What follows belongs to an exercise in optimizing a design on an open flow for small area; a production flow would make more cautious choices.
Function was checked by simulation only, so behaviour that the tests miss may differ from the original.
The clock port is modelled as an ideal driver, which makes a skipped or thinned clock tree look cheaper than it is; a real chip needs a root buffer or a tree.
No activity file was given, so power comes from the tool's default toggle rates.

Setup of willow:
==> flow/design.v <==
module alarm_controller ( CLK, rst, start_stop_button, set_button, snooze_button, ssd_led_out, led_out) ;
input CLK, rst, start_stop_button, set_button, snooze_button;
output reg [3:0] ssd_led_out;
output [8:0] led_out;
localparam [2:0] S_IDLE0 = 3'd1,
                 S_SET = 3'd0,
                 S_START = 3'd4,
                 S_ALARM0 = 3'd6,
                 S_IDLE1 = 3'd5,
                 S_SNZ0 = 3'd2,
                 S_SNZ1 = 3'd3,
                 S_ALARM1 = 3'd7;
reg [2:0] st;
reg [1:0] set_cnt, ss_cnt;
reg [3:0] div;
wire [3:0] s = ssd_led_out;
wire set_press = set_cnt == 2'b11;
wire ss_press  = ss_cnt == 2'b11;
wire in_set   = st == S_SET;
wire in_start = st == S_START;
wire is_alarm = (st == S_ALARM0) || (st == S_ALARM1);
wire is_snz   = (st == S_SNZ0) || (st == S_SNZ1);
wire counting = st[2];
wire blink    = st[0] & (st[2] | st[1]);
wire inc, go, enter_start;
wire nz  = s[3] | s[2] | s[1] | s[0];
wire is9 = s[3] & s[0];
wire tick = div[3] & ~div[2] & ~div[0];
wire fb = (~div[0] & div[2]) ^ ~(div[1] & div[3]);
always @(posedge CLK)
	div <= counting ? {div[2:0], fb} : 4'b0000;
always @(posedge CLK) begin
	if (rst) begin
		set_cnt <= 2'b00;
		ss_cnt <= 2'b00;
	end else begin
		set_cnt <= set_button ? 2'b00 : {set_cnt[1] | set_cnt[0], ~set_cnt[1]};
		ss_cnt <= start_stop_button ? 2'b00 : {ss_cnt[1] | ss_cnt[0], ~ss_cnt[1]};
	end
end
assign inc = in_set & set_press & ~is9;
assign go = !inc && ss_press && nz;
assign enter_start = in_set && go || is_snz;
wire dec = in_start & tick;
wire t1 = inc & s[0] | dec & ~s[0];
wire t2 = inc & s[1] & s[0] | dec & ~s[1] & ~s[0];
wire t3 = inc & s[2] & s[1] & s[0] | dec & s[3] & ~s[0];
always @(posedge CLK) begin
	if (rst)
		ssd_led_out <= 4'd0;
	else
		ssd_led_out <= {s[3] ^ t3, (s[2] ^ t2) | is_snz, s[1] ^ t1, (s[0] ^ (inc | dec)) | is_snz};
end
always @(posedge CLK) begin
	if (rst)
		st <= S_IDLE0;
	else
		case (st)
		S_IDLE0, S_IDLE1: st <= S_SET;
		S_SET: if (go) st <= S_START;
		S_START: if (!nz) st <= S_ALARM0;
		S_ALARM0, S_ALARM1: begin
			if (!snooze_button)
				st <= blink ? S_SNZ1 : S_SNZ0;
			else if (!start_stop_button && ss_press)
				st <= blink ? S_IDLE1 : S_IDLE0;
			else if (tick)
				st <= blink ? S_ALARM0 : S_ALARM1;
		end
		default: st <= S_START;
		endcase
end
assign led_out[0] = blink | nz;
assign led_out[1] = blink | s[3] | s[2] | s[1];
assign led_out[2] = blink | s[3] | s[2] | (s[1] & s[0]);
assign led_out[3] = blink | s[3] | s[2];
assign led_out[4] = blink | s[3] | (s[2] & (s[1] | s[0]));
assign led_out[5] = blink | s[3] | (s[2] & s[1]);
assign led_out[6] = blink | s[3] | (s[2] & s[1] & s[0]);
assign led_out[7] = blink | s[3];
assign led_out[8] = blink | (s[3] & s[0]);
endmodule
export LEC_CHECK = 0
export CAP_MARGIN = 20
export CORE_AREA = 2 2 64 64
export DIE_AREA = 0 0 66 66
export SLEW_MARGIN = 20
create_clock -name core_clock -period 5.0 [get_ports {CLK}]
standard.sh (not shown) runs the stock make flow with config.mk's settings and CLKGATE_MAP_FILE= SYNTH_SCRIPT=/design/flow/synth_recipe.tcl, a recipe that flattens the netlist after the stock synthesis.
==> flow/flow/run.sh <==
#!/bin/bash
# Own layout flow: the standard layout (standard.sh) with
#  - synthesis through flow/synth.tcl: the standard flow's synthesis script (same
#    registers, names and cell types), but ABC maps the combinational logic
#    with area-oriented scripts. Sixty scripts (deepsyn with 30 seeds, each
#    followed by &nf -a or by amap) are run and the smallest result is kept;
#  - the smallest buffer (buf_1) on every input and output port;
#  - one clock buffer driving every flip-flop (flow/one_clock_buffer.tcl,
#    run after CTS in place of the tree it built);
#  - power recovery (downsizing off the critical path) after global routing.
set -euo pipefail
work=$(pwd)
export BUFFER_PORTS_ARGS="-buffer_cell sky130_fd_sc_hd__buf_1"
export CTS_ARGS="-sink_clustering_enable -repair_clock_nets -dont_use_dummy_load -buf_list sky130_fd_sc_hd__clkbuf_4 -root_buf sky130_fd_sc_hd__clkbuf_4 -sink_clustering_size 30 -sink_clustering_max_diameter 200"
export RECOVER_POWER=100
export POST_CTS_TCL="$work/flow/one_clock_buffer.tcl"

mkdir -p "$work/try"
tries=""
for s in $(seq 0 29); do
  printf 'strash\n&get -n\n&deepsyn -J 100 -S %s\n&dch -f\n&nf -a\n&put\n' $s > "$work/try/nf$s.script"
  printf 'strash\n&get -n\n&deepsyn -J 100 -S %s\n&put\ndch -f\namap\n' $s > "$work/try/am$s.script"
  tries="$tries nf$s am$s"
done

synth_try() {
  OWN_ABC_SCRIPT="$work/try/$1.script" make -C "$FLOW_HOME" DESIGN_CONFIG="$work/config.mk" \
    WORK_HOME="$work/try/$1" CLKGATE_MAP_FILE= SYNTH_SCRIPT="$work/flow/synth.tcl" synth \
    > "$work/synth_$1.log" 2>&1 || true
}
export -f synth_try
export work
printf '%s\n' $tries | xargs -P "${NUM_CORES:-4}" -I{} bash -c 'synth_try {}'

best=""; best_area=""
for t in $tries; do
  stat="$work/try/$t/reports/$FLOW_PLATFORM/alarm_controller/base/synth_stat.txt"
  [[ -f "$work/try/$t/results/$FLOW_PLATFORM/alarm_controller/base/1_synth.odb" && -f "$stat" ]] || continue
  a=$(grep "Chip area" "$stat" | awk '{print $NF}')
  echo "$t $a" >> "$work/synth_areas.log"
  if [[ -z "$best" ]] || awk -v a="$a" -v b="$best_area" 'BEGIN{exit !(a < b)}'; then best=$t; best_area=$a; fi
done
[[ -n "$best" ]]
echo "best $best $best_area" >> "$work/synth_areas.log"
rm -rf "$work/orfs"
cp -a "$work/try/$best" "$work/orfs"

bash "$work/standard.sh" > "$work/layout.log" 2>&1
Other scripts of this flow, unchanged in this note and not shown: flow/flow/one_clock_buffer.tcl, flow/flow/synth.tcl
#### Input delta (indigo over willow)
==> flow/design.v <==
module alarm_controller ( CLK, rst, start_stop_button, set_button, snooze_button, ssd_led_out, led_out) ;
input CLK, rst, start_stop_button, set_button, snooze_button;
output reg [3:0] ssd_led_out;
output [8:0] led_out;
localparam [2:0] S_SET = 3'd0,
                 S_START = 3'd1,
                 S_ALARM0 = 3'd2,
                 S_IDLE1 = 3'd4,
                 S_SNZ0 = 3'd3,
                 S_SNZ1 = 3'd7,
                 S_ALARM1 = 3'd6;
reg [2:0] st;
reg [1:0] set_cnt, ss_cnt;
reg [3:0] div;
wire [3:0] s = ssd_led_out;
wire set_press = set_cnt == 2'b11;
wire ss_press  = ss_cnt == 2'b11;
wire in_set   = st == S_SET;
wire in_start = st == S_START;
wire is_alarm = (st == S_ALARM0) || (st == S_ALARM1);
wire is_snz   = (st == S_SNZ0) || (st == S_SNZ1);
wire counting = in_start || is_alarm;
wire blink    = st[2];
wire inc, go;
wire stop0 = st == S_ALARM0 && snooze_button && !start_stop_button && ss_press;
wire nz  = s[3] | s[2] | s[1] | s[0];
wire is9 = s[3] & s[0];
wire tick = div[3] & ~div[2] & ~div[0];
wire fb = (~div[0] & div[2]) ^ ~(div[1] & div[3]);
always @(posedge CLK)
	div <= counting ? {div[2:0], fb} : 4'b0000;
always @(posedge CLK) begin
	if (rst) begin
		set_cnt <= 2'b00;
		ss_cnt <= 2'b00;
	end else begin
		set_cnt <= set_button ? 2'b00 : {set_cnt[1] | set_cnt[0], ~set_cnt[1] & ~(set_cnt[0] & stop0)};
		ss_cnt <= start_stop_button ? 2'b00 : {ss_cnt[1] | ss_cnt[0], ~ss_cnt[1]};
	end
end
assign inc = in_set & set_press & ~is9;
assign go = !inc && ss_press && nz;
wire dec = in_start & tick;
wire t1 = inc & s[0] | dec & ~s[0];
wire t2 = inc & s[1] & s[0] | dec & ~s[1] & ~s[0];
wire t3 = inc & s[2] & s[1] & s[0] | dec & s[3] & ~s[0];
always @(posedge CLK) begin
	if (rst)
		ssd_led_out <= 4'd0;
	else
		ssd_led_out <= {s[3] ^ t3, (s[2] ^ t2) | is_snz, s[1] ^ t1, (s[0] ^ (inc | dec)) | is_snz};
end
always @(posedge CLK) begin
	if (rst)
		st <= S_SET;
	else
		case (st)
		S_SET: if (go) st <= S_START;
		S_START: if (!nz) st <= S_ALARM0;
		S_ALARM0, S_ALARM1: begin
			if (!snooze_button)
				st <= blink ? S_SNZ1 : S_SNZ0;
			else if (!start_stop_button && ss_press)
				st <= blink ? S_IDLE1 : S_SET;
			else if (tick)
				st <= blink ? S_ALARM0 : S_ALARM1;
		end
		S_SNZ0, S_SNZ1: st <= S_START;
		default: st <= S_SET;
		endcase
end
assign led_out[0] = blink | nz;
assign led_out[1] = blink | s[3] | s[2] | s[1];
assign led_out[2] = blink | s[3] | s[2] | (s[1] & s[0]);
assign led_out[3] = blink | s[3] | s[2];
assign led_out[4] = blink | s[3] | (s[2] & (s[1] | s[0]));
assign led_out[5] = blink | s[3] | (s[2] & s[1]);
assign led_out[6] = blink | s[3] | (s[2] & s[1] & s[0]);
assign led_out[7] = blink | s[3];
assign led_out[8] = blink | (s[3] & s[0]);
endmodule
- Per the comparison of indigo with willow, cell area power density saw an increase; detailed route wirelength on metal2 saw a decrease.
- The initial core utilization of willow and that of indigo are within noise of each other.
- On indigo: share of the cycle needed by the critical path after routing is 8.8 points lower than what willow gave.
- On indigo: register-to-register setup slack is 420 ps higher than what willow gave.
- As far as flip-flop and latch area is concerned, indigo and willow perform about the same.
- Per the comparison of indigo with willow, hold slack has decreased, ratio of routed vias to standard cells has increased.
- [indigo vs willow] total placed instance area: lower in indigo
- indigo ended up with led_out[0] as its capturing element of the worst setup path; willow ended up with led_out[6].
- indigo vs. willow: largest stage delay on the critical path went down by 60 ps.
- On global-route usage: indigo sits below willow.
- indigo ends up with a design area that is 3.8 um^2 lower than in willow.
- o21ai_0 as the cell at the slowest stage of the critical path was reported by willow, and dfxtp_1 by indigo.
- As of indigo, routed wire length had fallen by a few percent compared to willow.
In every run of this note, the design's own scripts or RTL, not TritonCTS, make the clock network.

-- re-timing with driven ports --
The flow's constraints put no driver on any port. The routed layouts listed below were extracted and timed again, unchanged, in two steps.
Step 1: set_driving_cell puts a clkbuf_16 on CLK and a buf_2 on each other input, an assumption about the parent block.
Step 2 moves the port delays by t, midway between the first and last clock arrival at a register: inputs arrive t later, outputs are due t later. That takes back most of the time a late clock gives input paths.
Slacks: no drivers / after step 1 / after step 2; pairs: no drivers / after step 1.
run	t, ns	setup slack, ns	worst register clock-pin slew, ns	worst slew at a driven data input, ns
willow	0.144	2.175 / 2.154 / 2.298	0.09 / 0.09	0.03
indigo	0.157	2.616 / 2.589 / 2.745	0.10 / 0.10	0.03
After both steps setup and hold are still met in every run listed.
